Background: an optimization exercise with open tools, aiming at a short achievable clock period and few clock cycles. Do not read the settings as production practice.
No run shown here included a check of the RTL's function; only the layout flow was run.
The flow treats the clock pin as an ideal source, which a real chip does not have.
Power and IR drop assume default switching activity.

### design.v
module riscv_if(
	input	[12+1:2]		pcn_i,	 
	input	[16-1:0]		v_i,
	input	[16-1:0]		tk_i,	 
	input	[16-1:0]		ret_i,
	input	[16*12-1:0]	tag_i,
	input	[16*12-1:0]	tgt_i,
	input	[16*2-1:0]		ctr_i,
	input	[12+1:2]		ras_i,
	output	[16-1:0]		match_o,
	output				hit_o,
	output				pred_o,
	output	[1:0]			ctr_o,
	output	[12+1:2]		ptgt_o
);
integer i;
reg	[12+1:2]	t;
reg	[1:0]		c;
reg			r;
always @(*) begin
	t = {12{1'b0}};
	c = 2'd0;
	r = 1'b0;
	for (i = 0; i < 16; i = i + 1) begin
		t = t | ({12{match_o[i]}} & tgt_i[i*12 +: 12]);
		c = c | ({2{match_o[i]}} & ctr_i[i*2 +: 2]);
		r = r | (match_o[i] & ret_i[i]);
	end
end
wire	[16-1:0]	match_p;
riscv_if_match MP(.pcn_i(pcn_i), .v_i(v_i), .tag_i(tag_i), .match_o(match_p));
riscv_if_match MT(.pcn_i(pcn_i), .v_i(v_i), .tag_i(tag_i), .match_o(match_o));
assign	hit_o  = |match_p;
assign	pred_o = |(match_p & tk_i);
assign	ctr_o  = c;
assign	ptgt_o = r ? ras_i : t;
endmodule
module riscv_if_match(
	input	[12+1:2]		pcn_i,	 
	input	[16-1:0]		v_i,
	input	[16*12-1:0]	tag_i,
	output	[16-1:0]		match_o
);
genvar gi;
generate
	for (gi = 0; gi < 16; gi = gi + 1) begin : g_m
		assign match_o[gi] = v_i[gi] & (tag_i[gi*12 +: 12] == ~pcn_i);
	end
endgenerate
endmodule
module riscv_if_static(
	input	[31:0]		pc_i,
	input	[31:0]		inst_i,
	input	[12+1:2]	ras_i,
	input			eauipc_i,	 
	input	[4:0]		erd_i,		 
	input	[31:0]		epc_i,		 
	input	[31:12]		esum_i,		 
	output			pred_o,
	output	[31:2]		tgt_o
);
wire	[4:0]	opc = inst_i[6:2];
wire	[4:0]	rd  = inst_i[11:7];
wire	[4:0]	rs1 = inst_i[19:15];
wire	s   = inst_i[31];
wire	jal  = (opc == 5'b11011);
wire	jalr = (opc == 5'b11001);
wire	bb   = (opc == 5'b11000) & s;
wire	fus_i = eauipc_i & (rs1 == erd_i);
wire	[12:1]	jimm = {s, inst_i[20], inst_i[30:21]};
wire	[12:1]	bimm = {s, inst_i[7], inst_i[30:25], inst_i[11:8]};
wire	[12:1]	jlo, blo;
wire		jc, bc;
riscv_if_add12 JA(.a_i(pc_i[12:1]), .b_i(jimm), .s_o(jlo), .c_o(jc));
riscv_if_add12 BA(.a_i(pc_i[12:1]), .b_i(bimm), .s_o(blo), .c_o(bc));
wire	[11:0]	flo;
wire		fc;
riscv_if_add12 FA(.a_i(epc_i[11:0]), .b_i(inst_i[31:20]), .s_o(flo), .c_o(fc));
riscv_if_ssel SEL(
	.fus_i(fus_i),
	.fc_i(fc),
	.flo_i(flo[11:2]),
	.fhi_i(esum_i),
	.jal_i(jal),
	.bb_i(bb),
	.jalr_i(jalr),
	.s_i(s),
	.jc_i(jc),
	.bc_i(bc),
	.jlo_i(jlo[12:2]),
	.blo_i(blo[12:2]),
	.hi_i(pc_i[31:13]),
	.ras_i(ras_i),
	.pred_o(pred_o),
	.tgt_o(tgt_o)
);
endmodule
module riscv_if_ssel(
	input		fus_i,
	input		fc_i,
	input	[11:2]	flo_i,
	input	[31:12]	fhi_i,
	input		jal_i,
	input		bb_i,
	input		jalr_i,
	input		s_i,
	input		jc_i,
	input		bc_i,
	input	[12:2]	jlo_i,
	input	[12:2]	blo_i,
	input	[31:13]	hi_i,
	input	[12+1:2]	ras_i,
	output		pred_o,
	output	[31:2]	tgt_o
);
assign	pred_o = jal_i | bb_i | jalr_i;
assign	tgt_o  = jal_i ? {hi_i, jlo_i} : bb_i ? {hi_i, blo_i} : fus_i ? {fhi_i, flo_i} :
		 {hi_i[31:12+2], ras_i};
endmodule
module riscv_if_add12(
	input	[11:0]	a_i,
	input	[11:0]	b_i,
	output	[11:0]	s_o,
	output		c_o
);
wire	[11:0]	g0, p0, g1, p1, g2, p2, g3, p3, g4, p4;
riscv_if_pg12 PG(.a_i(a_i), .b_i(b_i), .g_o(g0), .p_o(p0));
riscv_alu_pfx #(.D(1), .INV(0), .W(12)) L1(.g_i(g0), .p_i(p0), .g_o(g1), .p_o(p1));
riscv_alu_pfx #(.D(2), .INV(1), .W(12)) L2(.g_i(g1), .p_i(p1), .g_o(g2), .p_o(p2));
riscv_alu_pfx #(.D(4), .INV(0), .W(12)) L3(.g_i(g2), .p_i(p2), .g_o(g3), .p_o(p3));
riscv_alu_pfx #(.D(8), .INV(1), .W(12)) L4(.g_i(g3), .p_i(p3), .g_o(g4), .p_o(p4));
riscv_if_sum12 SU(.p_i(p0), .c_i(g4), .s_o(s_o), .c_o(c_o));
endmodule
module riscv_if_pg12(
	input	[11:0]	a_i,
	input	[11:0]	b_i,
	output	[11:0]	g_o,
	output	[11:0]	p_o
);
assign	g_o = a_i & b_i;
assign	p_o = a_i ^ b_i;
endmodule
module riscv_if_sum12(
	input	[11:0]	p_i,
	input	[11:0]	c_i,
	output	[11:0]	s_o,
	output		c_o
);
assign	s_o = p_i ^ {c_i[10:0], 1'b0};
assign	c_o = c_i[11];
endmodule
module riscv_id(
	input	[31:0]		inst_i,
	output	[4:0]		rd_o,
	output	[4:0]		rs1_o,
	output	[4:0]		rs2_o,
	output			lui_o,
	output			auipc_o,
	output			jal_o,
	output			jalr_o,
	output			br_o,
	output			load_o,
	output			store_o,
	output			use1_o,		 
	output			use2_o,		 
	output			wr_o,		 
	output			rs2b_o,		 
	output			call_o,
	output			ret_o,
	output	[31:0]		imm_o,		 
	output	[31:0]		timm_o,		 
	output	[5:0]		brc_o,		 
	output	[11-1:0]	op_o
);
wire	[31:0]	inst = inst_i;
wire	[4:0]	opc  = inst[6:2];
wire	[2:0]	f3   = inst[14:12];
assign	rd_o  = inst[11:7];
assign	rs1_o = inst[19:15];
assign	rs2_o = inst[24:20];
wire	opimm = (opc == 5'b00100);
wire	op    = (opc == 5'b01100);
assign	lui_o   = (opc == 5'b01101);
assign	auipc_o = (opc == 5'b00101);
assign	jal_o   = (opc == 5'b11011);
assign	jalr_o  = (opc == 5'b11001);
assign	br_o    = (opc == 5'b11000);
assign	load_o  = (opc == 5'b00000);
assign	store_o = (opc == 5'b01000);
assign	use1_o  = jalr_o | br_o | load_o | store_o | opimm | op;
assign	use2_o  = br_o | store_o | op;
assign	wr_o    = lui_o | auipc_o | jal_o | jalr_o | load_o | opimm | op;
assign	rs2b_o  = br_o | op;
wire	rd_link  = (rd_o == 5'd1) | (rd_o == 5'd5);
wire	rs1_link = (rs1_o == 5'd1) | (rs1_o == 5'd5);
assign	call_o  = (jal_o | jalr_o) & rd_link;
assign	ret_o   = jalr_o & rs1_link & ~rd_link;
wire	[31:0]	imm_i = {{20{inst[31]}}, inst[31:20]};
wire	[31:0]	imm_s = {{20{inst[31]}}, inst[31:25], inst[11:7]};
wire	[31:0]	imm_b = {{20{inst[31]}}, inst[7], inst[30:25], inst[11:8], 1'b0};
wire	[31:0]	imm_u = {inst[31:12], 12'b0};
wire	[31:0]	imm_j = {{12{inst[31]}}, inst[19:12], inst[20], inst[30:21], 1'b0};
assign	imm_o  = store_o ? imm_s : (lui_o | auipc_o) ? imm_u : imm_i;
assign	timm_o = jal_o ? imm_j : imm_b;
assign	brc_o = {f3 == 3'd7, f3 == 3'd6, f3 == 3'd5, f3 == 3'd4, f3 == 3'd1, f3 == 3'd0} & {6{br_o}};
wire	alu = op | opimm;
assign	op_o[0]  = lui_o | auipc_o | load_o | store_o | (opimm & f3 == 3'd0) | (op & f3 == 3'd0 & ~inst[30]);
assign	op_o[1]  = op & f3 == 3'd0 & inst[30];
assign	op_o[2]  = alu & f3 == 3'd2;
assign	op_o[3] = alu & f3 == 3'd3;
assign	op_o[4]  = alu & f3 == 3'd4;
assign	op_o[5]   = alu & f3 == 3'd6;
assign	op_o[6]  = alu & f3 == 3'd7;
assign	op_o[7]  = alu & f3 == 3'd1;
assign	op_o[8]  = alu & f3 == 3'd5 & ~inst[30];
assign	op_o[9]  = alu & f3 == 3'd5 & inst[30];
assign	op_o[10] = jal_o | jalr_o;
endmodule
module riscv_alu(
	input	[31:0]		a_i,
	input	[31:0]		b_i,
	input	[11-1:0]	op_i,
	input	[31:0]		pc4_i,
	input	[31:0]		sum_i,		 
	input	[31:0]		diff_i,		 
	input			ltu_i,
	input			lts_i,
	output	[31:0]		res_o
);
wire	[31:0]	sh;
riscv_alu_shift SH(
	.a_i(a_i),
	.sh_i(b_i[4:0]),
	.left_i(op_i[7]),
	.arith_i(op_i[9]),
	.res_o(sh)
);
wire	[31:0]	other;
riscv_alu_other OTH(
	.a_i(a_i),
	.b_i(b_i),
	.op_i(op_i),
	.pc4_i(pc4_i),
	.sh_i(sh),
	.res_o(other)
);
riscv_alu_mux MUX(
	.add_i(op_i[0]),
	.sub_i(op_i[1]),
	.slt_i(op_i[2]),
	.sltu_i(op_i[3]),
	.sum_i(sum_i),
	.diff_i(diff_i),
	.lts_i(lts_i),
	.ltu_i(ltu_i),
	.other_i(other),
	.res_o(res_o)
);
endmodule
module riscv_alu_other(
	input	[31:0]		a_i,
	input	[31:0]		b_i,
	input	[11-1:0]	op_i,
	input	[31:0]		pc4_i,
	input	[31:0]		sh_i,
	output	[31:0]		res_o
);
assign	res_o = ({32{op_i[4]}}  & (a_i ^ b_i)) |
		({32{op_i[5]}}   & (a_i | b_i)) |
		({32{op_i[6]}}  & (a_i & b_i)) |
		({32{op_i[7] | op_i[8] | op_i[9]}} & sh_i) |
		({32{op_i[10]}} & pc4_i);
endmodule
module riscv_alu_mux(
	input		add_i,
	input		sub_i,
	input		slt_i,
	input		sltu_i,
	input	[31:0]	sum_i,
	input	[31:0]	diff_i,
	input		lts_i,
	input		ltu_i,
	input	[31:0]	other_i,
	output	[31:0]	res_o
);
assign	res_o = ({32{add_i}} & sum_i) | ({32{sub_i}} & diff_i) | other_i |
		{31'd0, (slt_i & lts_i) | (sltu_i & ltu_i)};
endmodule
module riscv_alu_shift(
	input	[31:0]	a_i,
	input	[4:0]	sh_i,
	input		left_i,
	input		arith_i,
	output	[31:0]	res_o
);
wire	[31:0]	sl  = a_i << sh_i;
wire	[31:0]	sr  = a_i >> sh_i;
wire	[31:0]	sra = sr | ({32{a_i[31]}} & ~(32'hffffffff >> sh_i));
assign	res_o = left_i ? sl : arith_i ? sra : sr;
endmodule
module riscv_alu_add #(
	parameter SUB = 0
)(
	input	[31:0]	a_i,
	input	[31:0]	b_i,
	output	[31:0]	s_o
);
wire	[31:0]	p0, g0, g1, p1, g2, p2, g3, p3, g4, p4, g5, p5;
riscv_alu_pg #(.SUB(SUB)) PG(.a_i(a_i), .b_i(b_i), .g_o(g0), .p_o(p0));
riscv_alu_pfx #(.D(1),  .INV(0)) L1(.g_i(g0), .p_i(p0), .g_o(g1), .p_o(p1));
riscv_alu_pfx #(.D(2),  .INV(1)) L2(.g_i(g1), .p_i(p1), .g_o(g2), .p_o(p2));
riscv_alu_pfx #(.D(4),  .INV(0)) L3(.g_i(g2), .p_i(p2), .g_o(g3), .p_o(p3));
riscv_alu_pfx #(.D(8),  .INV(1)) L4(.g_i(g3), .p_i(p3), .g_o(g4), .p_o(p4));
riscv_alu_pfx #(.D(16), .INV(0)) L5(.g_i(g4), .p_i(p4), .g_o(g5), .p_o(p5));
riscv_alu_xsum #(.SUB(SUB)) XS(.p_i(p0), .nc_i(g5), .s_o(s_o));
endmodule
module riscv_alu_pg #(
	parameter SUB = 0
)(
	input	[31:0]	a_i,
	input	[31:0]	b_i,
	output	[31:0]	g_o,
	output	[31:0]	p_o
);
wire	[31:0]	b = SUB ? ~b_i : b_i;
assign	p_o = a_i ^ b;
assign	g_o = SUB ? {a_i[31:1] & b[31:1], a_i[0] | b[0]} : (a_i & b);
endmodule
module riscv_alu_pfx #(
	parameter D = 1,
	parameter INV = 0,
	parameter W = 32
)(
	input	[W-1:0]	g_i,
	input	[W-1:0]	p_i,
	output	[W-1:0]	g_o,
	output	[W-1:0]	p_o
);
genvar i;
generate
	for (i = 0; i < W; i = i + 1) begin : g_b
		if (i < D) begin : g_pass
			assign g_o[i] = ~g_i[i];
			assign p_o[i] = ~p_i[i];
		end else if (INV == 0) begin : g_aoi
			assign g_o[i] = ~(g_i[i] | (p_i[i] & g_i[i-D]));
			assign p_o[i] = ~(p_i[i] & p_i[i-D]);
		end else begin : g_oai
			assign g_o[i] = ~(g_i[i] & (p_i[i] | g_i[i-D]));
			assign p_o[i] = ~(p_i[i] | p_i[i-D]);
		end
	end
endgenerate
endmodule
module riscv_alu_xsum #(
	parameter SUB = 0
)(
	input	[31:0]	p_i,
	input	[31:0]	nc_i,
	output	[31:0]	s_o
);
assign	s_o = p_i ^ {~nc_i[30:0], SUB ? 1'b1 : 1'b0};
endmodule
module riscv_ex(
	input		valid_i,
	input		btaken_i,	 
	input	[31:0]	jsum_i,		 
	input		jne_i,		 
	input	[31:0]	btgt_i,		 
	input		bne_i,		 
	input	[31:0]	pc4_i,
	input		br_i,
	input		jal_i,
	input		jalr_i,
	input		pred_i,		 
	output		mispred_o,
	output		taken_o,
	output	[31:0]	tgt_o,
	output	[31:0]	redir_o
);
wire	mis_t   = ~pred_i | bne_i;
wire	mis_oth = jal_i  ? mis_t :
		  jalr_i ? (~pred_i | jne_i) : pred_i;
wire	mis_br  = btaken_i ? mis_t : pred_i;
assign	mispred_o = valid_i & (br_i ? mis_br : mis_oth);
assign	taken_o   = jal_i | jalr_i | (br_i & btaken_i);
assign	tgt_o     = jalr_i ? {jsum_i[31:1], 1'b0} : btgt_i;
assign	redir_o   = br_i ? (btaken_i ? btgt_i : pc4_i) : (jal_i | jalr_i) ? tgt_o : pc4_i;
endmodule
module riscv_ex_cmp(
	input	[31:0]	a_i,
	input	[31:0]	b_i,
	input	[5:0]	brc_i,		 
	output		eq_o,
	output		ltu_o,
	output		lts_o,
	output		taken_o		 
);
wire	[31:0]	g0 = {1'b0, ~a_i[30:0] & b_i[30:0]};
wire	[31:0]	e0 = {1'b1, ~(a_i[30:0] ^ b_i[30:0])};
wire	[15:0]	g1, e1;
wire	[7:0]	g2, e2;
wire	[3:0]	g3, e3;
wire	[1:0]	g4, e4;
wire		g5, e5;
riscv_ex_cmpl #(.W(16), .INV(0)) C1(.g_i(g0), .e_i(e0), .g_o(g1), .e_o(e1));
riscv_ex_cmpl #(.W(8),  .INV(1)) C2(.g_i(g1), .e_i(e1), .g_o(g2), .e_o(e2));
riscv_ex_cmpl #(.W(4),  .INV(0)) C3(.g_i(g2), .e_i(e2), .g_o(g3), .e_o(e3));
riscv_ex_cmpl #(.W(2),  .INV(1)) C4(.g_i(g3), .e_i(e3), .g_o(g4), .e_o(e4));
riscv_ex_cmpl #(.W(1),  .INV(0)) C5(.g_i(g4), .e_i(e4), .g_o(g5), .e_o(e5));
riscv_ex_cmpf CF(.a31_i(a_i[31]), .b31_i(b_i[31]), .ng_i(g5), .ne_i(e5), .brc_i(brc_i),
	.eq_o(eq_o), .ltu_o(ltu_o), .lts_o(lts_o), .taken_o(taken_o));
endmodule
module riscv_ex_cmpl #(
	parameter W = 1,
	parameter INV = 0
)(
	input	[2*W-1:0]	g_i,
	input	[2*W-1:0]	e_i,
	output	[W-1:0]		g_o,
	output	[W-1:0]		e_o
);
genvar i;
generate
	for (i = 0; i < W; i = i + 1) begin : g_b
		if (INV == 0) begin : g_aoi
			assign g_o[i] = ~(g_i[2*i+1] | (e_i[2*i+1] & g_i[2*i]));
			assign e_o[i] = ~(e_i[2*i+1] & e_i[2*i]);
		end else begin : g_oai
			assign g_o[i] = ~(g_i[2*i+1] & (e_i[2*i+1] | g_i[2*i]));
			assign e_o[i] = ~(e_i[2*i+1] | e_i[2*i]);
		end
	end
endgenerate
endmodule
module riscv_ex_cmpf(
	input		a31_i,
	input		b31_i,
	input		ng_i,
	input		ne_i,
	input	[5:0]	brc_i,
	output		eq_o,
	output		ltu_o,
	output		lts_o,
	output		taken_o
);
wire	e31 = ~(a31_i ^ b31_i);
assign	eq_o  = e31 & ~ne_i;
assign	ltu_o = (~a31_i & b31_i) | (e31 & ~ng_i);
assign	lts_o = (a31_i & ~b31_i) | (e31 & ~ng_i);
assign	taken_o = (brc_i[0] & eq_o) | (brc_i[1] & ~eq_o) | (brc_i[2] & lts_o) | (brc_i[3] & ~lts_o) |
		  (brc_i[4] & ltu_o) | (brc_i[5] & ~ltu_o);
endmodule
module riscv_ex_sumeq(
	input	[31:0]	a_i,
	input	[31:0]	b_i,
	input	[31:0]	k_i,
	output		ne_o
);
wire	[31:0]	x, r, g;
wire	[30:0]	ok;
riscv_ex_xor2 X1(.a_i(a_i), .b_i(b_i), .y_o(x));
riscv_ex_xor2 X2(.a_i(x), .b_i(k_i), .y_o(r));
riscv_ex_sumeq_g G(.a_i(a_i), .b_i(b_i), .x_i(x), .r_i(r), .g_o(g));
riscv_ex_sumeq_ok K(.r_i(r), .g_i(g), .a0_i(a_i[0]), .b0_i(b_i[0]), .ok_o(ok));
riscv_ex_and31 A(.x_i(ok), .yn_o(ne_o));
endmodule
module riscv_ex_xor2(
	input	[31:0]	a_i,
	input	[31:0]	b_i,
	output	[31:0]	y_o
);
assign	y_o = a_i ^ b_i;
endmodule
module riscv_ex_sumeq_g(
	input	[31:0]	a_i,
	input	[31:0]	b_i,
	input	[31:0]	x_i,
	input	[31:0]	r_i,
	output	[31:0]	g_o
);
assign	g_o = (a_i & b_i) | (x_i & r_i);
endmodule
module riscv_ex_sumeq_ok(
	input	[31:0]	r_i,
	input	[31:0]	g_i,
	input		a0_i,
	input		b0_i,
	output	[30:0]	ok_o
);
assign	ok_o = {~(r_i[31:2] ^ g_i[30:1]), ~(r_i[1] ^ (a0_i & b0_i))};
endmodule
module riscv_ex_and31(
	input	[30:0]	x_i,
	output		yn_o
);
wire	[7:0]	n1;
wire	[3:0]	a2;
riscv_ex_nand4 #(.W(8)) L1(.x_i({1'b1, x_i}), .y_o(n1));
riscv_ex_nor2  #(.W(4)) L2(.x_i(n1), .y_o(a2));
riscv_ex_nand4 #(.W(1)) L3(.x_i(a2), .y_o(yn_o));
endmodule
module riscv_ex_nand4 #(
	parameter W = 1
)(
	input	[4*W-1:0]	x_i,
	output	[W-1:0]		y_o
);
genvar i;
generate
	for (i = 0; i < W; i = i + 1) begin : g_b
		assign y_o[i] = ~&x_i[4*i +: 4];
	end
endgenerate
endmodule
module riscv_ex_nor4 #(
	parameter W = 1
)(
	input	[4*W-1:0]	x_i,
	output	[W-1:0]		y_o
);
genvar i;
generate
	for (i = 0; i < W; i = i + 1) begin : g_b
		assign y_o[i] = ~|x_i[4*i +: 4];
	end
endgenerate
endmodule
module riscv_ex_nor2 #(
	parameter W = 1
)(
	input	[2*W-1:0]	x_i,
	output	[W-1:0]		y_o
);
genvar i;
generate
	for (i = 0; i < W; i = i + 1) begin : g_b
		assign y_o[i] = ~|x_i[2*i +: 2];
	end
endgenerate
endmodule
module riscv_ex_nand2 #(
	parameter W = 1
)(
	input	[2*W-1:0]	x_i,
	output	[W-1:0]		y_o
);
genvar i;
generate
	for (i = 0; i < W; i = i + 1) begin : g_b
		assign y_o[i] = ~&x_i[2*i +: 2];
	end
endgenerate
endmodule
module riscv_wb(
	input	[31:0]		pc_i,
	input			stall_i,
	input			pred_i,
	input	[12+1:2]	ptgt_i,
	output	[31:0]		next_o,
	output	[31:0]		pc4_o
);
assign	pc4_o  = pc_i + 32'd4;
assign	next_o = stall_i ? pc_i :
		 pred_i  ? {pc_i[31:12+2], ptgt_i, 2'b00} : pc4_o;
endmodule
module riscv_wb_s(
	input			en_i,
	input			stall_i,
	input			pred_i,		 
	input			spred_i,	 
	input	[31:2]		stgt_i,
	input	[31:0]		next_i,
	output	[31:0]		next_o
);
wire	use_s = ~stall_i & ~pred_i & spred_i;
wire	sel_s = en_i & use_s;
wire	sel_o = en_i & ~use_s;
assign	next_o = ({32{sel_s}} & {stgt_i, 2'b00}) | ({32{sel_o}} & next_i);
endmodule
module riscv_wb_f(
	input			mispred_i,
	input	[31:0]		redir_i,
	input	[31:0]		next_i,
	output	[31:0]		next_o
);
assign	next_o = mispred_i ? redir_i : next_i;
endmodule
module riscv_register(
	input	[32*32-1:0]	rf_i,
	input	[4:0]		idx_i,
	output	[31:0]		val_o
);
wire	[31:0]	sel0, sel1, sel2, sel3;
riscv_register_dec DEC0(.idx_i(idx_i), .sel_o(sel0));
riscv_register_dec DEC1(.idx_i(idx_i), .sel_o(sel1));
riscv_register_dec DEC2(.idx_i(idx_i), .sel_o(sel2));
riscv_register_dec DEC3(.idx_i(idx_i), .sel_o(sel3));
genvar b;
generate
	for (b = 0; b < 32; b = b + 1) begin : g_bit
		wire	[31:0]	col;
		wire	[15:0]	l1;
		wire	[3:0]	l2;
		wire	[1:0]	l3;
		genvar r;
		for (r = 0; r < 32; r = r + 1) begin : g_col
			assign col[r] = rf_i[r*32 + b];
		end
		riscv_register_aoi22 L1(.s_i(b < 8 ? sel0 : b < 16 ? sel1 : b < 24 ? sel2 : sel3), .d_i(col), .y_o(l1));
		riscv_ex_nand4 #(.W(4)) L2(.x_i(l1), .y_o(l2));
		riscv_ex_nor2  #(.W(2)) L3(.x_i(l2), .y_o(l3));
		riscv_ex_nand2 #(.W(1)) L4(.x_i(l3), .y_o(val_o[b]));
	end
endgenerate
endmodule
module riscv_register_dec(
	input	[4:0]	idx_i,
	output	[31:0]	sel_o
);
genvar i;
generate
	for (i = 0; i < 32; i = i + 1) begin : g_d
		assign sel_o[i] = (i != 0) && (idx_i == i);
	end
endgenerate
endmodule
module riscv_register_aoi22(
	input	[31:0]	s_i,
	input	[31:0]	d_i,
	output	[15:0]	y_o
);
genvar i;
generate
	for (i = 0; i < 16; i = i + 1) begin : g_b
		assign y_o[i] = ~((s_i[2*i] & d_i[2*i]) | (s_i[2*i+1] & d_i[2*i+1]));
	end
endgenerate
endmodule
module riscv_stall(
	input	[4:0]	rs1_i,
	input	[4:0]	rs2_i,
	input		use1_i,
	input		use2_i,
	input		e_fwd_i,	 
	input		e_load_i,	 
	input	[4:0]	e_rd_i,
	input		m_fwd_i,	 
	input	[4:0]	m_rd_i,
	output		h1e_o,
	output		h1m_o,
	output		h2e_o,
	output		h2m_o,
	output		stall_o
);
wire	eq1 = (e_rd_i == rs1_i);
wire	eq2 = (e_rd_i == rs2_i);
assign	h1e_o = e_fwd_i & eq1;
assign	h1m_o = m_fwd_i & (m_rd_i == rs1_i);
assign	h2e_o = e_fwd_i & eq2;
assign	h2m_o = m_fwd_i & (m_rd_i == rs2_i);
assign	stall_o = e_load_i & ((use1_i & eq1) | (use2_i & eq2));
endmodule
module riscv_forward(
	input		sel_e_i,
	input	[31:0]	e_i,
	input		sel_r_i,
	input	[31:0]	r_i,
	input	[31:0]	o_i,
	output	[31:0]	val_o
);
assign	val_o = sel_e_i ? e_i : sel_r_i ? r_i : o_i;
endmodule
module riscv_forward_pre(
	input		sel_m_i,	 
	input		sel_x_i,	 
	input	[31:0]	m_i,
	input	[31:0]	x_i,
	output	[31:0]	val_o
);
assign	val_o = ({32{sel_m_i}} & m_i) | ({32{sel_x_i}} & x_i);
endmodule
module riscv(
	input	wire		clk,
	input	wire		rst,		 
	input	wire	[31:0]	inst_i,		 
	output	wire	[31:0]	inst_addr_o,	 
	output	wire		inst_ce_o,	 
	input	wire	[31:0]	data_i,		 
	output	wire		data_we_o,	 
	output	wire		data_ce_o,	 
	output	wire	[31:0]	data_addr_o,	 
	output	wire	[31:0]	data_o		 
);
assign	inst_ce_o = 1'b1;
assign	data_ce_o = 1'b1;
reg	[31:0]	pc_out;
reg	[31:0]	pc;
reg	[12+1:2]	pc_btb_n;	 
reg		e_valid;
reg	[31:0]	e_pc;
reg	[31:0]	e_pc4;
reg	[31:0]	e_a;		 
reg	[31:0]	e_b;		 
reg	[31:0]	e_s;		 
reg	[31:0]	e_timm;		 
reg	[4:0]	e_rd;
reg		e_we;		 
reg		e_load;
reg		e_store;
reg		e_br;
reg		e_jal;
reg		e_jalr;
reg		e_auipc;
reg		e_call;
reg		e_ret;
reg	[5:0]	e_brc;		 
reg	[11-1:0]	e_op;	 
reg		e_pred;		 
reg	[31:2]	e_ptgt;		 
reg		e_hit;		 
reg	[16-1:0]	e_match;	 
reg	[1:0]	e_ctr;		 
reg	[2:0]	e_it, e_tr;	 
reg		e_lc;
reg		m_valid;
reg	[31:0]	m_addr;
reg	[31:0]	m_res_n;
reg	[31:0]	m_sd;
reg		m_we_mem;
reg	[4:0]	m_rd;
reg		m_we;
reg		m_load;
reg	[31:0]	rf [1:31];
reg	[31:0]	rf_v;		 
reg	[16-1:0]	btb_v;
reg	[16-1:0]	btb_tk;		 
reg	[16-1:0]	btb_ret;	 
reg	[12+1:2]	btb_tag [0:16-1];
reg	[12+1:2]	btb_tgt [0:16-1];
reg	[1:0]	btb_ctr [0:16-1];
reg	[2:0]	btb_it  [0:16-1];
reg	[2:0]	btb_tr  [0:16-1];
reg	[16-1:0]	btb_lc;
reg	[16-1:0]	btb_rr;		 
reg	[12+1:2]	ras0, ras1, ras2, ras3;
reg		u_btb;
reg		u_alloc;
reg	[16-1:0]	u_sel;
reg	[12+1:2]	u_tag;
reg	[12+1:2]	u_atgt;		 
reg	[12+1:2]	u_ptgt;		 
reg		u_taken, u_hit, u_v, u_jmp, u_ret;
reg	[1:0]	u_octr;
reg		u_bwd;
reg	[2:0]	u_oit, u_otr;
reg		u_olc;
reg		u_call, u_pop;
reg	[12+1:2]	u_link;
wire	[31:0]	m_res = ~m_res_n;
wire	[31:0]	m_val = m_load ? data_i : m_res;
wire	[31:0]	sum, diff;
wire		ltu, lts, eq, btaken;
riscv_alu_add #(.SUB(0)) ADD(.a_i(e_a), .b_i(e_b), .s_o(sum));
riscv_alu_add #(.SUB(1)) SUB(.a_i(e_a), .b_i(e_b), .s_o(diff));
riscv_ex_cmp CMP(.a_i(e_a), .b_i(e_b), .brc_i(e_brc), .eq_o(eq), .ltu_o(ltu), .lts_o(lts), .taken_o(btaken));
wire	[31:0]	res;
riscv_alu ALU(
	.a_i(e_a),
	.b_i(e_b),
	.op_i(e_op),
	.pc4_i(e_pc4),
	.sum_i(sum),
	.diff_i(diff),
	.ltu_i(ltu),
	.lts_i(lts),
	.res_o(res)
);
wire	[31:0]	e_pfull = {e_ptgt, 2'b00};
wire	[31:0]	btgt;
wire		jne, bne;
riscv_alu_add BTGT(.a_i(e_pc), .b_i(e_timm), .s_o(btgt));
riscv_ex_sumeq JOK(.a_i(e_a), .b_i(e_b), .k_i(e_pfull), .ne_o(jne));
riscv_ex_sumeq BOK(.a_i(e_pc), .b_i(e_timm), .k_i(e_pfull), .ne_o(bne));
wire		mispred;
wire		act_taken;
wire	[31:0]	act_tgt;
wire	[31:0]	redir_pc;
riscv_ex BR(
	.valid_i(e_valid),
	.btaken_i(btaken),
	.jsum_i(sum),
	.jne_i(jne),
	.btgt_i(btgt),
	.bne_i(bne),
	.pc4_i(e_pc4),
	.br_i(e_br),
	.jal_i(e_jal),
	.jalr_i(e_jalr),
	.pred_i(e_pred),
	.mispred_o(mispred),
	.taken_o(act_taken),
	.tgt_o(act_tgt),
	.redir_o(redir_pc)
);
wire	[4:0]	rd, rs1, rs2;
wire		d_lui, d_auipc, d_jal, d_jalr, d_br, d_load, d_store;
wire		d_use1, d_use2, d_wr, d_rs2b, d_call, d_ret;
wire	[31:0]	d_imm, d_timm;
wire	[5:0]	d_brc;
wire	[11-1:0]	d_op;
riscv_id DEC(
	.inst_i(inst_i),
	.rd_o(rd),
	.rs1_o(rs1),
	.rs2_o(rs2),
	.lui_o(d_lui),
	.auipc_o(d_auipc),
	.jal_o(d_jal),
	.jalr_o(d_jalr),
	.br_o(d_br),
	.load_o(d_load),
	.store_o(d_store),
	.use1_o(d_use1),
	.use2_o(d_use2),
	.wr_o(d_wr),
	.rs2b_o(d_rs2b),
	.call_o(d_call),
	.ret_o(d_ret),
	.imm_o(d_imm),
	.timm_o(d_timm),
	.brc_o(d_brc),
	.op_o(d_op)
);
wire	[32*32-1:0]	rf_flat;
assign	rf_flat[31:0] = 32'd0;
genvar gi;
generate
	for (gi = 1; gi < 32; gi = gi + 1) begin : g_rf
		assign rf_flat[gi*32 +: 32] = rf[gi] & {32{rf_v[gi]}};
	end
endgenerate
wire	[31:0]	rf1, rf2;
riscv_register RD1(.rf_i(rf_flat), .idx_i(rs1), .val_o(rf1));
riscv_register RD2(.rf_i(rf_flat), .idx_i(rs2), .val_o(rf2));
wire	h1e, h1m, h2e, h2m, stall;
riscv_stall HAZ(
	.rs1_i(rs1),
	.rs2_i(rs2),
	.use1_i(d_use1),
	.use2_i(d_use2),
	.e_fwd_i(e_valid & e_we),
	.e_load_i(e_valid & e_load & e_we),
	.e_rd_i(e_rd),
	.m_fwd_i(m_valid & m_we),
	.m_rd_i(m_rd),
	.h1e_o(h1e),
	.h1m_o(h1m),
	.h2e_o(h2e),
	.h2m_o(h2m),
	.stall_o(stall)
);
wire	a_reg = ~d_auipc & ~d_lui;
wire	[31:0]	pre_a, pre_b, pre_s, opa, opb, ops;
riscv_forward_pre PA(.sel_m_i(a_reg & h1m), .sel_x_i(d_auipc), .m_i(m_val), .x_i(pc), .val_o(pre_a));
riscv_forward_pre PB(.sel_m_i(d_rs2b & h2m), .sel_x_i(~d_rs2b), .m_i(m_val), .x_i(d_imm), .val_o(pre_b));
riscv_forward_pre PS(.sel_m_i(h2m), .sel_x_i(1'b0), .m_i(m_val), .x_i(32'd0), .val_o(pre_s));
riscv_forward FA(.sel_e_i(a_reg & h1e), .e_i(res), .sel_r_i(a_reg & ~h1m), .r_i(rf1), .o_i(pre_a), .val_o(opa));
riscv_forward FB(.sel_e_i(d_rs2b & h2e), .e_i(res), .sel_r_i(d_rs2b & ~h2m), .r_i(rf2), .o_i(pre_b), .val_o(opb));
riscv_forward FS(.sel_e_i(h2e), .e_i(res), .sel_r_i(~h2m), .r_i(rf2), .o_i(pre_s), .val_o(ops));
wire	[16*12-1:0]	bt_flat;
wire	[16*12-1:0]	bg_flat;
wire	[16*2-1:0]		bc_flat;
generate
	for (gi = 0; gi < 16; gi = gi + 1) begin : g_btb
		assign bt_flat[gi*12 +: 12] = btb_tag[gi];
		assign bg_flat[gi*12 +: 12] = btb_tgt[gi];
		assign bc_flat[gi*2 +: 2] = btb_ctr[gi];
	end
endgenerate
wire	[16-1:0]	f_match;
reg	[2:0]	f_it, f_tr;
integer fi;
always @(*) begin
	f_it = 3'd0;
	f_tr = 3'd0;
	for (fi = 0; fi < 16; fi = fi + 1) begin
		f_it = f_it | ({3{f_match[fi]}} & btb_it[fi]);
		f_tr = f_tr | ({3{f_match[fi]}} & btb_tr[fi]);
	end
end
wire		f_hit, f_pred;
wire	[1:0]	f_ctr;
wire	[12+1:2]	f_ptgt;
riscv_if BTB(
	.pcn_i(pc_btb_n),
	.v_i(btb_v),
	.tk_i(btb_tk),
	.ret_i(btb_ret),
	.tag_i(bt_flat),
	.tgt_i(bg_flat),
	.ctr_i(bc_flat),
	.ras_i(ras0),
	.match_o(f_match),
	.hit_o(f_hit),
	.pred_o(f_pred),
	.ctr_o(f_ctr),
	.ptgt_o(f_ptgt)
);
wire		s_pred;
wire	[31:2]	s_tgt;
riscv_if_static SP(
	.pc_i(pc),
	.inst_i(inst_i),
	.ras_i(ras0),
	.eauipc_i(e_valid & e_we & e_auipc),
	.erd_i(e_rd),
	.epc_i(e_pc),
	.esum_i(sum[31:12]),
	.pred_o(s_pred),
	.tgt_o(s_tgt)
);
wire	s_use = ~f_hit & s_pred;
wire	[31:0]	next_pc, next_pc_out, next_pc_b, next_pc_s, next_pc_so, pc4;
riscv_wb NPC(
	.pc_i(pc),
	.stall_i(stall),
	.pred_i(f_pred),
	.ptgt_i(f_ptgt),
	.next_o(next_pc_b),
	.pc4_o(pc4)
);
riscv_wb_s NPCS(
	.en_i(1'b1),
	.stall_i(stall),
	.pred_i(f_pred),
	.spred_i(s_use),
	.stgt_i(s_tgt),
	.next_i(next_pc_b),
	.next_o(next_pc_s)
);
riscv_wb_f NPCF(.mispred_i(mispred), .redir_i(redir_pc), .next_i(next_pc_s), .next_o(next_pc));
riscv_wb_s NPCSO(
	.en_i(~rst),
	.stall_i(stall),
	.pred_i(f_pred),
	.spred_i(s_use),
	.stgt_i(s_tgt),
	.next_i(next_pc_b),
	.next_o(next_pc_so)
);
riscv_wb_f NPCFO(.mispred_i(mispred), .redir_i(redir_pc), .next_i(next_pc_so), .next_o(next_pc_out));
always @(posedge clk) begin
	pc_out   <= next_pc_out;
	pc_btb_n <= ~next_pc_out[12+1:2];
end
always @(posedge clk or posedge rst) begin
	if (rst) begin
		pc <= 32'd0;
	end else begin
		pc <= next_pc;
	end
end
assign	inst_addr_o = pc_out;
always @(posedge clk or posedge rst) begin
	if (rst) begin
		e_valid <= 1'b0;
	end else begin
		e_valid <= ~mispred & ~stall;
	end
end
always @(posedge clk) begin
	e_pc    <= pc;
	e_pc4   <= pc4;
	e_a     <= opa;
	e_b     <= opb;
	e_s     <= ops;
	e_timm  <= d_timm;
	e_rd    <= rd;
	e_we    <= d_wr & (rd != 5'd0);
	e_load  <= d_load;
	e_store <= d_store;
	e_br    <= d_br;
	e_jal   <= d_jal;
	e_jalr  <= d_jalr;
	e_auipc <= d_auipc;
	e_call  <= d_call;
	e_ret   <= d_ret;
	e_brc   <= d_brc;
	e_op    <= d_op;
	e_pred  <= f_pred | s_use;
	e_ptgt  <= f_hit ? {pc[31:12+2], f_ptgt} : s_tgt;
	e_hit   <= f_hit;
	e_match <= f_match;
	e_ctr   <= f_ctr;
	e_it    <= f_it;
	e_tr    <= f_tr;
	e_lc    <= |(f_match & btb_lc);
end
always @(posedge clk or posedge rst) begin
	if (rst) begin
		m_valid  <= 1'b0;
	end else begin
		m_valid  <= e_valid;
	end
end
always @(posedge clk) begin
	m_we_mem <= ~rst & e_valid & e_store;
	m_addr   <= res;
	m_res_n  <= ~res;
	m_sd     <= e_s;
	m_rd     <= e_rd;
	m_we     <= e_we;
	m_load   <= e_load;
end
assign	data_addr_o = m_addr;
assign	data_o      = m_sd;
assign	data_we_o   = m_we_mem;
always @(posedge clk) begin
	if (m_valid & m_we)
		rf[m_rd] <= m_val;
end
integer k;
always @(posedge clk or posedge rst) begin
	if (rst) begin
		rf_v <= 32'd0;
	end else if (m_valid & m_we) begin
		for (k = 1; k < 32; k = k + 1)
			if (m_rd == k)
				rf_v[k] <= 1'b1;
	end
end
wire	e_ctl = e_br | e_jal | e_jalr;
always @(posedge clk or posedge rst) begin
	if (rst) begin
		u_btb   <= 1'b0;
		u_alloc <= 1'b0;
		u_call  <= 1'b0;
		u_pop   <= 1'b0;
	end else begin
		u_btb   <= e_valid & (act_taken | e_hit);
		u_alloc <= e_valid & act_taken & ~e_hit;
		u_call  <= e_valid & e_call;
		u_pop   <= e_valid & e_ret;
	end
end
always @(posedge clk) begin
	u_sel   <= e_hit ? e_match : btb_rr;
	u_tag   <= e_pc[12+1:2];
	u_atgt  <= act_tgt[12+1:2];
	u_ptgt  <= e_ptgt[12+1:2];
	u_taken <= act_taken;
	u_hit   <= e_hit;
	u_octr  <= e_ctr;
	u_bwd   <= e_br & e_timm[31];
	u_oit   <= e_it;
	u_otr   <= e_tr;
	u_olc   <= e_lc;
	u_v     <= e_ctl;
	u_jmp   <= e_jal | e_jalr;
	u_ret   <= e_ret;
	u_link  <= e_pc4[12+1:2];
end
wire	[1:0]	u_ctr = ~u_hit ? 2'd2 :
			u_taken ? ((u_octr == 2'd3) ? 2'd3 : u_octr + 2'd1) :
				  ((u_octr == 2'd0) ? 2'd0 : u_octr - 2'd1);
wire	[2:0]	u_it  = ~u_taken ? 3'd0 : ~u_hit ? 3'd1 : (u_oit == 3'd7) ? 3'd7 : u_oit + 3'd1;
wire	[2:0]	u_tr  = ~u_hit ? 3'd7 : ~u_taken ? u_oit : u_otr;
wire		u_lc  = ~u_hit ? 1'b0 : u_taken ? u_olc : (u_oit == u_otr) & (u_oit != 3'd7);
wire		u_tk  = u_jmp | (u_ctr[1] & ~(u_bwd & u_lc & (u_it == u_tr)));
wire	[12+1:2]	u_tgt = u_taken ? u_atgt : u_ptgt;
integer j;
always @(posedge clk or posedge rst) begin
	if (rst) begin
		btb_v  <= {16{1'b0}};
		btb_rr <= {{(16-1){1'b0}}, 1'b1};
	end else begin
		if (u_btb)
			btb_v <= (btb_v & ~u_sel) | ({16{u_v}} & u_sel);
		if (u_alloc)
			btb_rr <= {btb_rr[16-2:0], btb_rr[16-1]};
	end
end
always @(posedge clk) begin
	for (j = 0; j < 16; j = j + 1) begin
		if (u_btb & u_sel[j]) begin
			btb_tk[j]  <= u_tk;
			btb_ret[j] <= u_ret;
			btb_tag[j] <= u_tag;
			btb_tgt[j] <= u_tgt;
			btb_ctr[j] <= u_ctr;
			btb_it[j]  <= u_it;
			btb_tr[j]  <= u_tr;
			btb_lc[j]  <= u_lc;
		end
	end
end
always @(posedge clk or posedge rst) begin
	if (rst) begin
		ras0 <= {12{1'b0}};
		ras1 <= {12{1'b0}};
		ras2 <= {12{1'b0}};
		ras3 <= {12{1'b0}};
	end else if (u_call & u_pop) begin
		ras0 <= u_link;
	end else if (u_call) begin
		ras0 <= u_link;
		ras1 <= ras0;
		ras2 <= ras1;
		ras3 <= ras2;
	end else if (u_pop) begin
		ras0 <= ras1;
		ras1 <= ras2;
		ras2 <= ras3;
	end
end
endmodule
### flow/run.sh
#!/bin/bash
set -u
bash standard.sh SETUP_SLACK_MARGIN=6.7 finish > standard_flow.log 2>&1
### standard.sh
#!/bin/bash
# synth_recipe.tcl (not shown) runs the flow's synth.tcl, then flattens the netlist and writes it again
# the make line also repeats each setting of config.mk as NAME=value (left out here)
make -C /OpenROAD-flow-scripts/flow DESIGN_CONFIG=/design/flow/config.mk WORK_HOME=/design/flow/orfs CLKGATE_MAP_FILE= SYNTH_SCRIPT=/design/flow/synth_recipe.tcl "${@:-finish}"
### config.mk
export PLATFORM = sky130hd
export DESIGN_NAME = riscv
export DESIGN_NICKNAME = riscv
export VERILOG_FILES = /design/flow/design.v
export SDC_FILE = /design/flow/constraint.sdc
export NUM_CORES = 8
export LEC_CHECK = 0
export CAP_MARGIN = 20
export CORE_MARGIN = 2
export CORE_UTILIZATION = 40
export CTS_CLUSTER_DIAMETER = 150
export CTS_CLUSTER_SIZE = 20
export PLACE_DENSITY = 0.6
export SLEW_MARGIN = 20
export SYNTH_HIERARCHICAL = 1
export TNS_END_PERCENT = 100
### constraint.sdc
create_clock -name core_clock -period 10.0 [get_ports {clk}]
set_input_delay 2.0000 -clock core_clock [delete_from_list [all_inputs] [get_ports {clk}]]
set_output_delay 2.0000 -clock core_clock [all_outputs]
set_load 0.01 [all_outputs]
==> results of run 1 <==
sequential cells by signal, summed over array words and instances, names as in the netlist, 30 cells and up, named ones only:
signal   flops
e_pc        32
pc_out      32
btb_ctr     32
btb_tr      48
btb_tag    192
btb_it      48
e_a         32
m_addr      32
e_pc4       32
rf         992
e_b         32
m_res_n     32
e_s         32
pc          32
rf_v        31
btb_tgt    192
e_timm      32
e_ptgt      30
m_sd        32
final cells by class:
class / count / area [sq um]
Timing Repair Buffer: 1259 / 16140
Timing Repair inverter: 1 / 5.005
Clock buffer: 210 / 3478
Multi-Input combinational cell: 7453 / 63670
Inverter: 373 / 1431
Clock inverter: 5 / 91.34
Fill cell: 26660 / 154800
Tap cell: 4100 / 5130
Sequential cell: 2208 / 60770
Antenna cell: 28 / 70.07
metrics by stage:
step	power, uW	util [%]	cell area (sq um)
after floorplan	13030	-	124900
after global placement	14460	42.67	130400
after detailed placement	14520	42.69	130500
after CTS	20660	48.22	147300
after global routing	21450	49.34	150800
final	20880	49.35	150800
worst max path at each step:
stage / end / from
2_1_floorplan: pc_out[10] / rst
3_3_place_gp: pc_out[24] / inst_i[4]
3_5_place_dp: pc_out[24] / inst_i[4]
4_1_cts: pc_out[24] / pc_btb_n[2]
5_1_grt: pc_out[24] / pc_btb_n[5]
6_report: pc_out[20] / pc[2]
worst max-delay path, cell delays in order (launching register included):
cell,delay [ns]
dfrtp_1,0.82
ha_1,0.46
nand4_1,0.69
nor4_4,0.45
buf_6,0.19
buf_12,0.15
nand3_2,0.10
xnor2_2,0.19
nand2_1,0.10
mux2i_1,0.09
mux2_4,0.30
cells in the final DEF, fill, tap and decap left out, types with 215 or more instances in the layout:
cell / instances
nor2_1: 324
o21ai_1: 268
edfxtp_1: 1552
inv_1: 335
a21oi_1: 253
a22o_1: 245
ha_1: 215
buf_4: 608
and2_1: 1004
dfxtp_1: 356
a22oi_2: 1029
nor2_4: 336
xor2_1: 545
nand2_1: 643
nand4_1: 379
buf_12: 255
power breakdown:
part | switching (uW) | internal [uW] | leakage (uW)
Sequential | 376 | 10000 | 0.0207
Combinational | 3080 | 1850 | 0.0299
Clock | 3150 | 2380 | 0.00170
Total | 6600 | 14300 | 0.0522
repair_timing:
item / 4_1_cts / 5_1_grt
resized for setup: 1782 / 336
endpoints found under the hold margin: 0 / 0
gates cloned: 98 / 5
setup endpoints to repair: 392 / 329
buffers inserted: 583 / 189
pin swaps: 370 / 408
hold buffers: 0 / 0
routing by layer:
layer  routed length [microns]  part of all wire [%]
met5                        80                 0.016
met2                    231300                    46
met4                     31330                   6.2
met1                    200700                    40
met3                     42770                   8.4
==> run notes, run 1 <==
- Status: finished clean
- Final Hold Fails: 0
- Final nets: 11720
- Number of port buffers: 160
- Finished Layout Cells: 15640
- Worst setup margin: 6.233 ns
- Core Rows: 203
- Mapped Avg Cell Area: 11.78 sq um
- Met3 Resource Use GR: 5.456%
- Worst Reg2Reg Path Length in Cells: 10
- Gr ovfl total: 0
- CTS sink count: 2208
- Slew HR: 16.74%
- Clock buffer depth: 4
- Num CTS Buffers: 125
- Cells after DPL: 14510
- # DRC: 0
- Startpoint of the worst hold path: e_tr[1]
- Drt via density: 6.067
- Setup tns final: 0 ns
- Pre-CTS setup slack: 4.064 ns
- Core box area: 305600 sq um
- Vert. Die Dim: 557.8 microns
- Final setup viols: 0
- Req. time, crit path: 10.75 ns
- Slew at the pin closest to its max-slew limit: 1.247 ns
- Routed Antenna Nets: 0
- MaxCap Viol Count: 0
- Max-slew violations: 0
- GPL Wtd Cong: 0.9755
- Synthesized area: 122700 sq um
- Gr busiest metal: met2
- Reg-to-reg endpoint: pc_out[20]
- GR Util met2: 49.94%
- Largest net degree at the start of global routing: 128
- RSZ-0062 raised after global routing: true
- P per Cell Area: 138.4 nW/um^2
- Worst Setup Path Type: flop to flop
- Vias in the first global route: 92050
- Highest clock rate: 0.2654 GHz
- Worst Hold Depth: 0
- Data arrival time of the worst path: 4.51 ns
- IO Pins: 165
- CTS root buf: clkbuf_16
- Peak VDD IR: 0.0001942 V
- Die width: 557.8 microns
- DP Wirelength: 319.7 mm
- Initial antenna violation count: 48
- Post-Route WL: 506.2 mm
- Die area: 311200 sq um
- Layout cells sized above 1: 34.54%
- Post-Syn Instances: 10420
- Met1 Use GR: 40.94%
- Reg-to-reg slack, setup: 6.23 ns
- Syn-to-layout area delta: 22.90%
- Tcrit/Tclk final: 37.67%
- CP endpoint kind: flop
- Htree depth: 3
- Global-route wire length before repair: 698.9 mm
- Final hold slack: 0.2747 ns
- Final worst path period need: 3.767 ns
- Leak: 0.05223 uW
- HP Class: flop to flop
- Initial Util: 40.15%
- Clock skew: 0.1241 ns
- Peak fanout along the critical path: 8
- R2R Path Start: pc[2]
- Clock Pin Slew Worst Setup and Hold Paths: 0.10 ns
- Syn. warnings: 13
- Hold endpoint: u_otr[1]
- CTS tree: built
- Total global-route track usage: 31.46%
- Drt pass-1 iters: 6
- Crit start category: flop
- Clock insertion delay at the later pin of the skew report: 0.97 ns
- Routed length per placed instance: 32.37 microns
- Vias: 94870
- Starting DRT DRC Count: 11340
==> inputs of run 2 (changes only) <==
--- a/design.v
+++ b/design.v
@@ -52,8 +52,7 @@
 	input	[31:0]		pc_i,
 	input	[31:0]		inst_i,
 	input	[12+1:2]	ras_i,
-	input			eauipc_i,	 
-	input	[4:0]		erd_i,		 
+	input			fus_i,		 
 	input	[31:0]		epc_i,		 
 	input	[31:12]		esum_i,		 
 	output			pred_o,
@@ -63,10 +62,9 @@
 wire	[4:0]	rd  = inst_i[11:7];
 wire	[4:0]	rs1 = inst_i[19:15];
 wire	s   = inst_i[31];
-wire	jal  = (opc == 5'b11011);
-wire	jalr = (opc == 5'b11001);
-wire	bb   = (opc == 5'b11000) & s;
-wire	fus_i = eauipc_i & (rs1 == erd_i);
+wire	jal = (opc == 5'b11011) & (inst_i[19:12] == {8{s}});
+wire	bb  = (opc == 5'b11000) & s;
+wire	ret = (opc == 5'b11001) & ((rs1 == 5'd1) | (rs1 == 5'd5)) & ~((rd == 5'd1) | (rd == 5'd5));
 wire	[12:1]	jimm = {s, inst_i[20], inst_i[30:21]};
 wire	[12:1]	bimm = {s, inst_i[7], inst_i[30:25], inst_i[11:8]};
 wire	[12:1]	jlo, blo;
@@ -83,7 +81,7 @@
 	.fhi_i(esum_i),
 	.jal_i(jal),
 	.bb_i(bb),
-	.jalr_i(jalr),
+	.ret_i(ret),
 	.s_i(s),
 	.jc_i(jc),
 	.bc_i(bc),
@@ -102,7 +100,7 @@
 	input	[31:12]	fhi_i,
 	input		jal_i,
 	input		bb_i,
-	input		jalr_i,
+	input		ret_i,
 	input		s_i,
 	input		jc_i,
 	input		bc_i,
@@ -113,7 +111,7 @@
 	output		pred_o,
 	output	[31:2]	tgt_o
 );
-assign	pred_o = jal_i | bb_i | jalr_i;
+assign	pred_o = jal_i | bb_i | fus_i | ret_i;
 assign	tgt_o  = jal_i ? {hi_i, jlo_i} : bb_i ? {hi_i, blo_i} : fus_i ? {fhi_i, flo_i} :
 		 {hi_i[31:12+2], ras_i};
 endmodule
@@ -554,29 +552,27 @@
 endmodule
 module riscv_wb(
 	input	[31:0]		pc_i,
-	input			stall_i,
 	input			pred_i,
 	input	[12+1:2]	ptgt_i,
 	output	[31:0]		next_o,
 	output	[31:0]		pc4_o
 );
 assign	pc4_o  = pc_i + 32'd4;
-assign	next_o = stall_i ? pc_i :
-		 pred_i  ? {pc_i[31:12+2], ptgt_i, 2'b00} : pc4_o;
+assign	next_o = pred_i ? {pc_i[31:12+2], ptgt_i, 2'b00} : pc4_o;
 endmodule
 module riscv_wb_s(
 	input			en_i,
+	input	[31:0]		pc_i,
 	input			stall_i,
-	input			pred_i,		 
 	input			spred_i,	 
 	input	[31:2]		stgt_i,
 	input	[31:0]		next_i,
 	output	[31:0]		next_o
 );
-wire	use_s = ~stall_i & ~pred_i & spred_i;
-wire	sel_s = en_i & use_s;
-wire	sel_o = en_i & ~use_s;
-assign	next_o = ({32{sel_s}} & {stgt_i, 2'b00}) | ({32{sel_o}} & next_i);
+wire	sel_p = en_i & stall_i;
+wire	sel_s = en_i & ~stall_i & spred_i;
+wire	sel_o = en_i & ~stall_i & ~spred_i;
+assign	next_o = ({32{sel_p}} & pc_i) | ({32{sel_s}} & {stgt_i, 2'b00}) | ({32{sel_o}} & next_i);
 endmodule
 module riscv_wb_f(
 	input			mispred_i,
@@ -913,8 +909,7 @@
 	.pc_i(pc),
 	.inst_i(inst_i),
 	.ras_i(ras0),
-	.eauipc_i(e_valid & e_we & e_auipc),
-	.erd_i(e_rd),
+	.fus_i(d_jalr & e_auipc & h1e),
 	.epc_i(e_pc),
 	.esum_i(sum[31:12]),
 	.pred_o(s_pred),
@@ -924,7 +919,6 @@
 wire	[31:0]	next_pc, next_pc_out, next_pc_b, next_pc_s, next_pc_so, pc4;
 riscv_wb NPC(
 	.pc_i(pc),
-	.stall_i(stall),
 	.pred_i(f_pred),
 	.ptgt_i(f_ptgt),
 	.next_o(next_pc_b),
@@ -932,8 +926,8 @@
 );
 riscv_wb_s NPCS(
 	.en_i(1'b1),
+	.pc_i(pc),
 	.stall_i(stall),
-	.pred_i(f_pred),
 	.spred_i(s_use),
 	.stgt_i(s_tgt),
 	.next_i(next_pc_b),
@@ -942,8 +936,8 @@
 riscv_wb_f NPCF(.mispred_i(mispred), .redir_i(redir_pc), .next_i(next_pc_s), .next_o(next_pc));
 riscv_wb_s NPCSO(
 	.en_i(~rst),
+	.pc_i(pc),
 	.stall_i(stall),
-	.pred_i(f_pred),
 	.spred_i(s_use),
 	.stgt_i(s_tgt),
 	.next_i(next_pc_b),
==> flow/run.sh (replaced) <==
#!/bin/bash
set -u
here=$(pwd)
bash standard.sh SETUP_SLACK_MARGIN=6.7 POST_CTS_TCL="$here/flow/post_cts.tcl" finish > standard_flow.log 2>&1
==> flow/post_cts.tcl (new file) <==
# Sourced by ORFS at the end of its CTS step: one more setup repair, this
# time without the platform's cell-footprint restriction, then legalize.
puts "post_cts.tcl: extra repair_timing"
repair_timing -setup -setup_margin 6.7 -repair_tns 100 -max_passes 50 -verbose
detailed_placement
check_placement -verbose
==> run 2 against run 1 <==
  * Still clean
  * Die area up 0.58%
  * Worst setup slack lost 0.012 ns
  * Clock-buffer cell count grew 2
  * Wire length grew 0.71%
  * Cell area up 0.50%
  * Fmax is 0.31% lower
  * Synthesized cell count shrank 0.23%
  * Combinational power up 2%
  * Worst hold slack better by 0.036 ns
  * Clock power grew 5.6%
  * Total power grew 1.9%
  * Global-route usage down 0.27 points
  * Critical endpoint is now pc_btb_n[11]
  * Largest cell class unchanged
==> run notes, run 2 <==
- Status: finished clean
- Global-route wire length before repair: 704.4 mm (+0.79%)
- Peak fanout along the critical path: 8 (unchanged)
- Finished Layout Cells: 15610 (-0.17%)
- HP Class: flop to flop
- Slew at the pin closest to its max-slew limit: 1.212 ns (-0.03481 ns)
- Worst path bufs/invs: 5 (+3)
- Crit path max-delay family: multiplexers
- Syn-to-layout area delta: 22.80% (about the same)
- Vias in the first global route: 93090 (+1.1%)
- Vert. Die Dim: 559.4 microns (+0.29%)
- Clock insertion delay at the later pin of the skew report: 0.90 ns (-0.07 ns)
- Setup tns final: 0 ns (unchanged)
- Routed length per placed instance: 32.66 microns (+0.89%)
- Top reg by flops: rf
- Max reg flops: 992 (unchanged)
- Vias: 94930 (+0.060%)
- Final hold slack: 0.3111 ns (+0.03643 ns)
- CTS sink count: 2208 (unchanged)
- Pre-CTS setup slack: 2.965 ns (-1.099 ns)
- Synthesized area: 123400 sq um (+0.58%)
- Initial Util: 40.29% (+0.13 points)
- Leak: 0.05368 uW (+2.8%)
- Final setup viols: 0 (unchanged)
- Largest regs: rf (992), btb_tag (192), btb_tgt (192)
- Die width: 559.4 microns (+0.29%)
- Total global-route track usage: 31.19% (-0.27 points)
- CP most frequent cell: mux2_4
- IO Pins: 165 (unchanged)
- Post-Syn Instances: 10390 (-0.23%)
- Core box area: 306300 sq um (+0.25%)
- DP Wirelength: 325.5 mm (+1.8%)
- Most frequent cells in the layout: edfxtp_1, a22oi_2, and2_1
- Startpoint of the worst hold path: e_tr[2]
- Drt pass-1 iters: 6 (unchanged)
- Critical path cell sequence: buf_12 > buf_6 > xor2_1 > nand4_1 > nor4_4 > buf_12 > a221oi_4 > buf_6 > and4_4 > mux2_4 > mux2_4 > mux2_4 > o211a_1 > mux2_4 > inv_2
- Drt via density: 6.081 (+0.23%)
- Data arrival time of the worst path: 4.59 ns (+0.08 ns)
- Final worst path period need: 3.779 ns (+0.01177 ns)
- R2R Path Start: pc_btb_n[13]
- Die area: 313000 sq um (+0.58%)
- Number of port buffers: 160 (unchanged)
- GPL Wtd Cong: 0.9888 (+1.4%)
- Post-Route WL: 509.8 mm (+0.71%)
- Final nets: 11700 (-0.16%)
- Tcrit/Tclk final: 37.79% (+0.12 points)
- Mapped Avg Cell Area: 11.87 sq um (+0.81%)
- Layout cells sized above 1: 34.90% (+0.36 points)
- CTS tree: built
- Clock skew: 0.1217 ns (-0.002416 ns)
- Peak VDD IR: 0.0001329 V (-32%)
- CP startpoint: pc_btb_n[13]
- Routed Antenna Nets: 0 (unchanged)
- Core Rows: 203 (unchanged)
- CP endpoint kind: flop
- Gr ovfl total: 0 (unchanged)
- Commonest non-fill, non-tap cell in the layout: edfxtp_1
- RSZ-0062 raised after global routing: true
- Syn. warnings: 13 (unchanged)
- Max-slew violations: 0 (unchanged)
- # DRC: 0 (unchanged)
- Starting DRT DRC Count: 11100 (-2.1%)
- Worst setup margin: 6.221 ns (-0.01177 ns)
- Fill cell count: 26900 (+0.88%)
- Slew HR: 18.48% (+1.7 points)
- Worst Setup Path Type: flop to flop
- P per Cell Area: 140.4 nW/um^2 (+1.4%)
- Initial antenna violation count: 36 (-25%)
- Max stage delay on crit path: 0.47 ns (-0.35 ns)
- Largest net degree at the start of global routing: 125 (-2.3%)
- MaxCap Viol Count: 0 (unchanged)
- Req. time, crit path: 10.81 ns (+0.06 ns)
- Final Hold Fails: 0 (unchanged)
- Cells after DPL: 14480 (-0.19%)
- Crit start category: flop
- Slowest CP cell: nor4_4
- Highest clock rate: 0.2646 GHz (-0.31%)
- Clock Pin Slew Worst Setup and Hold Paths: 0.08 ns (-0.02 ns)
[run 2: through the flow]
step | power [uW] | util [%] | area (sq um)
global placement | 14670 | 42.75 | 130900
global route | 21860 | 49.47 | 151500
detailed placement | 14730 | 42.77 | 131000
floorplan | 13100 | - | 125500
finish | 21270 | 49.47 | 151500
[run 2: layout make-up]
cell class                 count  area [sq um]  area share (%)
timing repair buffer        1253         15720           10.38
sequential                  2208         60700           40.06
clock buffer                 212          3710           2.448
antenna                       19         47.55         0.03137
clock inverter                13         170.2          0.1123
inverter                     370          1405          0.9272
tap                         4100          5130           3.385
multi-input combinational   7435         64650           42.66
[run 2: power breakdown]
group | internal (uW) | switching, uW | total, uW
clock | 2600 | 3240 | 5840
sequential | 10100 | 367 | 10400
combinational | 1820 | 3190 | 5010
[run 2: final timing paths]
| check | end | slack, ns | cells past startpoint |
|---|---|---|---|
| worst max-delay path | pc_btb_n[11] | 6.22 | 15 |
| worst min-delay path | u_otr[2] | 0.31 | 0 |
| worst max register to register | pc_btb_n[11] | 6.22 | 15 |
| worst min register to register | u_otr[2] | 0.31 | 0 |
| max in group asynchronous | pc[22] | 6.99 | 4 |
| min in group asynchronous | async pin | 1.69 | 3 |
[run 2: layer usage]
layer / vias up / part of all wire [%] / track usage (%) / wire length (microns)
li1: 40700 / - / - / -
met1: 48630 / 40 / 40.83 / 205900
met2: 4525 / 46 / 50.03 / 234200
met3: 1066 / 7.6 / 4.629 / 38610
met4: 4 / 6.1 / 16.17 / 31150
met5: - / 0.0043 / 0 / 22
==> inputs of run 3 (changes only) <==
--- a/config.mk
+++ b/config.mk
@@ -7,10 +7,10 @@
 export LEC_CHECK = 0
 export CAP_MARGIN = 20
 export CORE_MARGIN = 2
-export CORE_UTILIZATION = 40
+export CORE_UTILIZATION = 35
 export CTS_CLUSTER_DIAMETER = 150
 export CTS_CLUSTER_SIZE = 20
-export PLACE_DENSITY = 0.6
+export PLACE_DENSITY = 0.5
 export SLEW_MARGIN = 20
 export SYNTH_HIERARCHICAL = 1
 export TNS_END_PERCENT = 100
==> run 3 against run 2 <==
  * Still clean
  * Clock power shrank 4.3%
  * Core utilization shrank 7.0 points
  * Global-route usage shrank 2.7 points
  * Critical path depth rose by 3
  * Worst setup slack worse by 0.25 ns
  * Flip-flop and latch count is the same
  * Clock-buffer cell count down 2
  * Clock skew grew 0.026 ns
  * Critical path type is now input port to flop
  * Critical endpoint is now pc_out[17]
==> run notes, run 3 <==
- Layout cells sized above 1: 33.80% (-1.1 points)
- Drt pass-1 iters: 5 (-1)
- Post-Route WL: 528.0 mm (+3.6%)
- CP endpoint kind: flop
- Leak: 0.05243 uW (-2.3%)
- Drt via density: 5.804 (-4.6%)
- Slew at the pin closest to its max-slew limit: 1.171 ns (-0.04178 ns)
- Most frequent cells in the layout: edfxtp_1, a22oi_2, and2_1
- Peak VDD IR: 0.0001958 V (+47%)
- Die width: 597.8 microns (+6.9%)
- Initial antenna violation count: 38 (+5.6%)
- R2R Path Start: pc_btb_n[10]
- Gr ovfl total: 0 (unchanged)
- Final hold slack: 0.2675 ns (-0.04365 ns)
- Max reg flops: 992 (unchanged)
- Top reg by flops: rf
- Max stage delay on crit path: 0.30 ns (-0.17 ns)
- GPL Wtd Cong: 0.9498 (-3.9%)
- HP Class: flop to flop
- Clock Pin Slew Worst Setup and Hold Paths: 0.09 ns (about the same)
- Final Hold Fails: 0 (unchanged)
- Startpoint of the worst hold path: e_tr[2]
- DP Wirelength: 339.0 mm (+4.1%)
- Placed inst area: 131800 sq um (+0.61%)
- Peak fanout along the critical path: 8 (unchanged)
- Final nets: 11540 (-1.4%)
- Post-route cell area: 149500 sq um (-1.3%)
- Final setup viols: 0 (unchanged)
- P per Cell Area: 141.7 nW/um^2 (+0.99%)
- Crit path max-delay family: buffers and inverters
- IO Pins: 165 (unchanged)
- Tcrit/Tclk final: 40.25% (+2.5 points)
- Data arrival time of the worst path: 4.80 ns (+0.21 ns)
- Setup tns final: 0 ns (unchanged)
- RSZ-0062 raised after global routing: true
- Largest net degree at the start of global routing: 80 (-36%)
- Max-slew violations: 0 (unchanged)
- Worst setup margin: 5.975 ns (-0.2461 ns)
- Vias: 92720 (-2.3%)
- Req. time, crit path: 10.78 ns (-0.03 ns)
- MaxCap Viol Count: 0 (unchanged)
- Routed Antenna Nets: 0 (unchanged)
- Vias in the first global route: 91390 (-1.8%)
- Total global-route track usage: 28.53% (-2.7 points)
- Commonest non-fill, non-tap cell in the layout: edfxtp_1
- CP startpoint: inst_i[18]
- # DRC: 0 (unchanged)
- Starting DRT DRC Count: 9550 (-14%)
- Core Rows: 218 (+7.4%)
- Routed length per placed instance: 33.05 microns (+1.2%)
- Slew HR: 21.29% (+2.8 points)
- Clock insertion delay at the later pin of the skew report: 0.98 ns (+0.08 ns)
- Highest clock rate: 0.2484 GHz (-6.1%)
- Worst Setup Path Type: input port to flop
- Status: finished clean
- Die area: 357300 sq um (+14%)
- Clock skew: 0.1473 ns (+0.02556 ns)
- Vert. Die Dim: 597.8 microns (+6.9%)
- Syn. warnings: 13 (unchanged)
- Number of port buffers: 160 (unchanged)
- Mapped Avg Cell Area: 11.87 sq um (unchanged)
- Crit start category: input port
- Core box area: 351900 sq um (+15%)
- Critical path cell sequence: buf_16 > buf_12 > buf_8 > buf_6 > xnor2_4 > nand3_2 > nor2_2 > and3_4 > buf_6 > nor2_4 > nand2_2 > nor2b_4 > buf_12 > buf_8 > buf_16 > mux2_4 > o211a_1 > mux2_4
- CTS sink count: 2208 (unchanged)
- Final worst path period need: 4.025 ns (+0.2461 ns)
- Syn-to-layout area delta: 21.15%
- Global-route wire length before repair: 723.0 mm (+2.6%)
- Worst path bufs/invs: 8 (+3)
- Post-Syn Instances: 10390 (unchanged)
- Initial Util: 35.07% (-5.2 points)
- CTS tree: built
- Synthesized area: 123400 sq um (unchanged)
- Fill cell count: 32690 (+22%)
- Slowest CP cell: mux2_4
- Largest regs: rf (992), btb_tag (192), btb_tgt (192)
- Pre-CTS setup slack: 3.611 ns (+0.6455 ns)
-- run 3: area by class of cell --
| cell class | count | area (sq um) | area share [%] |
|---|---|---|---|
| Timing Repair Buffer | 1104 | 13590 | 9.090 |
| Multi-Input combinational cell | 7436 | 64320 | 43.03 |
| Sequential cell | 2208 | 60760 | 40.64 |
| Clock inverter | 5 | 101.3 | 0.06779 |
| Clock buffer | 210 | 3457 | 2.312 |
| Inverter | 370 | 1433 | 0.9583 |
| Antenna cell | 23 | 57.56 | 0.03850 |
| Tap cell | 4620 | 5781 | 3.867 |
-- run 3: worst paths after layout --
check	end	slack [ns]	cells past startpoint
min in group asynchronous	btb_rr[15]	1.51	3
max in group asynchronous	rf_v[14]	7.16	4
max	pc_out[17]	5.97	18
min	u_otr[2]	0.27	0
max reg2reg	pc[25]	6.12	16
min reg2reg	u_otr[2]	0.27	0
-- run 3: per-stage QoR --
stage / std cells / total power, uW / utilization (%)
floorplan: 10500 / 13100 / -
global placement: 15020 / 14770 / 37.45
detailed placement: 15020 / 14820 / 37.46
global route: 15970 / 21830 / 42.48
finish: 15980 / 21190 / 42.49
-- run 3: power by group --
part	switching (uW)	leakage (uW)	internal (uW)
Clock	3180	0.00169	2410
Sequential	395	0.0209	10100
Combinational	3270	0.0298	1890
-- run 3: metal layers --
metal	wire length, microns	track usage [%]	share of wire [%]	vias up
met2	243700	46.20	46	3679
met1	222400	37.95	42	47870
met4	27390	12.49	5.2	10
li1	-	-	-	40310
met5	72	0	0.014	-
met3	34460	4.029	6.5	857

==> afterwards: timing with drivers on the ports <==
How much do the figures lean on ideal ports? The routed layouts below were timed once more, with nothing changed but the port constraints.
Step 1, drivers: a clkbuf_16 drives clk and a buf_2 each remaining input, both assumed.
Step 2 adds t to the input delays and takes it off the output delays; t is the mean of the earliest and latest rising clock arrival at the registers after step 1. Input paths then give back, and output paths get back, about the clock's delay inside the block.
Three values: no drivers, after step 1, after step 2; two values: the first two.
run | shift t [ns] | setup slack, ns | pins driven straight from the clock port
run 1 | 1.016 | 6.233 / 6.233 / 5.220 | 1
run 2 | 0.956 | 6.221 / 6.144 / 5.188 | 1
run 3 | 1.026 | 5.975 / 5.832 / 4.806 | 1
After both steps setup and hold are still met in every run listed. The setup slack of run 3, which loses most, moves by -0.143 ns with the drivers and by -1.169 ns with both steps.
